What follows belongs to an exercise in optimizing a design on an open flow for small area, a short achievable clock period and few clock cycles per item; a production flow would make more cautious choices. Where RTL was checked, it was by simulation tests only, not by an equivalence proof against the original. Power figures rest on the tool's default switching activity, not on a simulated workload.

// apb_wrapper
module apb_wrapper #(
    parameter ADDR_WIDTH = 32 ,
    parameter DATA_WIDTH = 32 ,
    parameter STRB_WIDTH = DATA_WIDTH / 8)
(
    input                    PCLK,
    input                    PRESETn,
    input   [ADDR_WIDTH-1:0] PADDR,
    input                    PSELx,
    input                    PENABLE,
    input                    PWRITE,
    input   [DATA_WIDTH-1:0] PWDATA,
    input   [STRB_WIDTH-1:0] PSTRB,
    output                   PREADY,
    output  [DATA_WIDTH-1:0] PRDATA,
    output                   PSLVERR
);
Size in the first run: ~21,000 µm² of cells after synthesis.
==> module apb_slave, before the edit <==
module apb_slave #(
    parameter ADDR_WIDTH = 32 ,
    parameter DATA_WIDTH = 32 ,
    parameter STRB_WIDTH = DATA_WIDTH / 8)
(
    input       [ADDR_WIDTH-1:0]    PADDR,
    input                           PSELx,
    input                           PENABLE,
    input                           PWRITE,
    input       [DATA_WIDTH-1:0]    PWDATA,
    input       [STRB_WIDTH-1:0]    PSTRB,
    output                          PREADY,
    output                          PSLVERR,
    output      [3:0]               RegIDX,
    output      [15:0]              RegWSEL,
    output                          RegRE,
    output      [DATA_WIDTH-1:0]    RegWDATA
);
    wire mapped = ~|PADDR[ADDR_WIDTH-1:6] & ~|PADDR[1:0];
    wire setup  = PSELx & ~PENABLE;
    assign RegIDX  = PADDR[5:2];
    assign RegRE   = setup & ~PWRITE & mapped;
    genvar r;
    generate
        for (r = 0; r < 16; r = r + 1) begin : g_wsel
            assign RegWSEL[r] = setup & PWRITE & mapped & (PADDR[5:2] == r);
        end
    endgenerate
    genvar b;
    generate
        for (b = 0; b < STRB_WIDTH; b = b + 1) begin : g_strb
            assign RegWDATA[8*b +: 8] = PWDATA[8*b +: 8] & {8{PSTRB[b]}};
        end
    endgenerate
    assign PREADY  = 1'b1;
    assign PSLVERR = 1'b0;
endmodule
==> module RegisterFile, before the edit <==
module RegisterFile #(
    parameter DATA_WIDTH = 32
) (
    input wire                          PCLK,
    input wire                          PRESETn,
    input wire [3:0]                    RegIDX,
    input wire [15:0]                   RegWSEL,
    input wire                          RegRE,
    input wire [DATA_WIDTH-1 : 0]       RegWDATA,
    output reg [DATA_WIDTH-1 : 0]       RegRDATA
);
    wire [DATA_WIDTH-1:0] regs [0:15];
    reg  [15:0]           wsel_q;
    always @(posedge PCLK)
        wsel_q <= RegWSEL;
    genvar r;
    generate
        for (r = 0; r < 16; r = r + 1) begin : g_reg
            reg [DATA_WIDTH-1:0] q;
            always @(posedge PCLK)
                if (wsel_q[r])
                    q <= RegWDATA;
            assign regs[r] = q;
        end
    endgenerate
    reg [DATA_WIDTH-1:0] rd_mux;
    integer i;
    always @(*) begin
        rd_mux = {DATA_WIDTH{1'b0}};
        for (i = 0; i < 16; i = i + 1)
            rd_mux = rd_mux | (regs[i] & {DATA_WIDTH{RegIDX == i}});
    end
    always @(posedge PCLK) begin
        if (~PRESETn)
            RegRDATA <= {DATA_WIDTH{1'b0}};
        else if (RegRE)
            RegRDATA <= rd_mux;
    end
endmodule
==> module apb_wrapper, before the edit <==
module apb_wrapper #(
    parameter ADDR_WIDTH = 32 ,
    parameter DATA_WIDTH = 32 ,
    parameter STRB_WIDTH = DATA_WIDTH / 8)
(
    input                    PCLK,
    input                    PRESETn,
    input   [ADDR_WIDTH-1:0] PADDR,
    input                    PSELx,
    input                    PENABLE,
    input                    PWRITE,
    input   [DATA_WIDTH-1:0] PWDATA,
    input   [STRB_WIDTH-1:0] PSTRB,
    output                   PREADY,
    output  [DATA_WIDTH-1:0] PRDATA,
    output                   PSLVERR
);
    wire    [3:0]            RegIDX;
    wire    [15:0]           RegWSEL;
    wire                     RegRE;
    wire    [DATA_WIDTH-1:0] RegWDATA;
    apb_slave #(
        .ADDR_WIDTH(ADDR_WIDTH),
        .DATA_WIDTH(DATA_WIDTH),
        .STRB_WIDTH(STRB_WIDTH)
    ) slave (
        .PADDR(PADDR),
        .PSELx(PSELx),
        .PENABLE(PENABLE),
        .PWRITE(PWRITE),
        .PWDATA(PWDATA),
        .PSTRB(PSTRB),
        .PREADY(PREADY),
        .PSLVERR(PSLVERR),
        .RegIDX(RegIDX),
        .RegWSEL(RegWSEL),
        .RegRE(RegRE),
        .RegWDATA(RegWDATA)
    );
    RegisterFile #(
        .DATA_WIDTH(DATA_WIDTH)
    ) reg_file (
        .PCLK(PCLK),
        .PRESETn(PRESETn),
        .RegIDX(RegIDX),
        .RegWSEL(RegWSEL),
        .RegRE(RegRE),
        .RegWDATA(RegWDATA),
        .RegRDATA(PRDATA)
    );
endmodule
Settings: LEC_CHECK=0, ABC_CLOCK_PERIOD_IN_PS=2000, CAP_MARGIN=20, CORE_MARGIN=2, CORE_UTILIZATION=60, SETUP_SLACK_MARGIN=3.0, SLEW_MARGIN=20; clock period 5.0 ns.
run.sh (not shown) runs the stock make flow with config.mk's settings and CLKGATE_MAP_FILE= SYNTH_SCRIPT=/design/flow/synth_recipe.tcl, a recipe that flattens the netlist after the stock synthesis.
The baseline completed with no timing, DRC or antenna violations.
Testbench counts at the start, summed over its fixed seeds: cycles 64,000, transfers 32,000.
==> next run, changes <==
--- a/flow/design.v
+++ b/flow/design.v
@@ -12,20 +12,14 @@
     output                          PREADY,
     output                          PSLVERR,
     output      [3:0]               RegIDX,
-    output      [15:0]              RegWSEL,
+    output                          RegWE,
     output                          RegRE,
     output      [DATA_WIDTH-1:0]    RegWDATA
 );
     wire mapped = ~|PADDR[ADDR_WIDTH-1:6] & ~|PADDR[1:0];
-    wire setup  = PSELx & ~PENABLE;
     assign RegIDX  = PADDR[5:2];
-    assign RegRE   = setup & ~PWRITE & mapped;
-    genvar r;
-    generate
-        for (r = 0; r < 16; r = r + 1) begin : g_wsel
-            assign RegWSEL[r] = setup & PWRITE & mapped & (PADDR[5:2] == r);
-        end
-    endgenerate
+    assign RegRE   = PSELx & ~PENABLE & ~PWRITE & mapped;
+    assign RegWE   = PSELx &  PENABLE &  PWRITE & mapped;
     genvar b;
     generate
         for (b = 0; b < STRB_WIDTH; b = b + 1) begin : g_strb
@@ -41,25 +35,16 @@
     input wire                          PCLK,
     input wire                          PRESETn,
     input wire [3:0]                    RegIDX,
-    input wire [15:0]                   RegWSEL,
+    input wire                          RegWE,
     input wire                          RegRE,
     input wire [DATA_WIDTH-1 : 0]       RegWDATA,
     output reg [DATA_WIDTH-1 : 0]       RegRDATA
 );
-    wire [DATA_WIDTH-1:0] regs [0:15];
-    reg  [15:0]           wsel_q;
-    always @(posedge PCLK)
-        wsel_q <= RegWSEL;
-    genvar r;
-    generate
-        for (r = 0; r < 16; r = r + 1) begin : g_reg
-            reg [DATA_WIDTH-1:0] q;
-            always @(posedge PCLK)
-                if (wsel_q[r])
-                    q <= RegWDATA;
-            assign regs[r] = q;
-        end
-    endgenerate
+    reg [DATA_WIDTH-1:0] regs [0:15];
+    always @(posedge PCLK) begin
+        if (RegWE)
+            regs[RegIDX] <= RegWDATA;
+    end
     reg [DATA_WIDTH-1:0] rd_mux;
     integer i;
     always @(*) begin
@@ -92,7 +77,7 @@
     output                   PSLVERR
 );
     wire    [3:0]            RegIDX;
-    wire    [15:0]           RegWSEL;
+    wire                     RegWE;
     wire                     RegRE;
     wire    [DATA_WIDTH-1:0] RegWDATA;
     apb_slave #(
@@ -109,7 +94,7 @@
         .PREADY(PREADY),
         .PSLVERR(PSLVERR),
         .RegIDX(RegIDX),
-        .RegWSEL(RegWSEL),
+        .RegWE(RegWE),
         .RegRE(RegRE),
         .RegWDATA(RegWDATA)
     );
@@ -119,7 +104,7 @@
         .PCLK(PCLK),
         .PRESETn(PRESETn),
         .RegIDX(RegIDX),
-        .RegWSEL(RegWSEL),
+        .RegWE(RegWE),
         .RegRE(RegRE),
         .RegWDATA(RegWDATA),
         .RegRDATA(PRDATA)
What happened: Global-route usage rose by 7.4 points; power rose by a few percent; final cell count rose by a few percent; count of clock-buffer cells in the layout stays the same; routed wire length rose by a quarter to a third; sequential share of layout area fell by 9.7 points; non-clock buffer count rose by 156; area after synthesis fell slightly; hold slack improved by 0.014 ns; worst setup slack got worse by 0.45 ns; first-iteration DRC count rose by well over a third; via count rose by about a fifth.
No functional check of the RTL was part of the second run of this note.

[afterwards: timing with drivers on the ports]
No port has a modelled driver above. Below, the same layouts with a new extraction and two added sets of constraints. Step 1: set_driving_cell puts a clkbuf_16 on PCLK and a buf_2 on each other input, an assumption about the parent block. Step 2 also shifts input and output timing later by t, the mid clock arrival at the registers, as if the neighbouring blocks saw the same clock. Three values: ideal, step 1, step 2; two values: the first two.
| run | shift t [ns] | slack for setup (ns) | hold slack, ns | worst setup path after step 2 | worst slew at a driven data input, ns |
|---|---|---|---|---|---|
| the first run | 0.618 | 2.907 / 2.890 / 2.310 | 0.521 / 0.521 / 0.521 | input to register | 0.05 |
| the second run | 0.642 | 2.457 / 2.496 / 1.854 | 0.535 / 0.535 / 0.535 | input to register | 0.25 |
After both steps setup and hold are still met in every run listed. The setup slack of the second run, which loses most, moves by +0.039 ns with the drivers and by -0.603 ns with both steps.
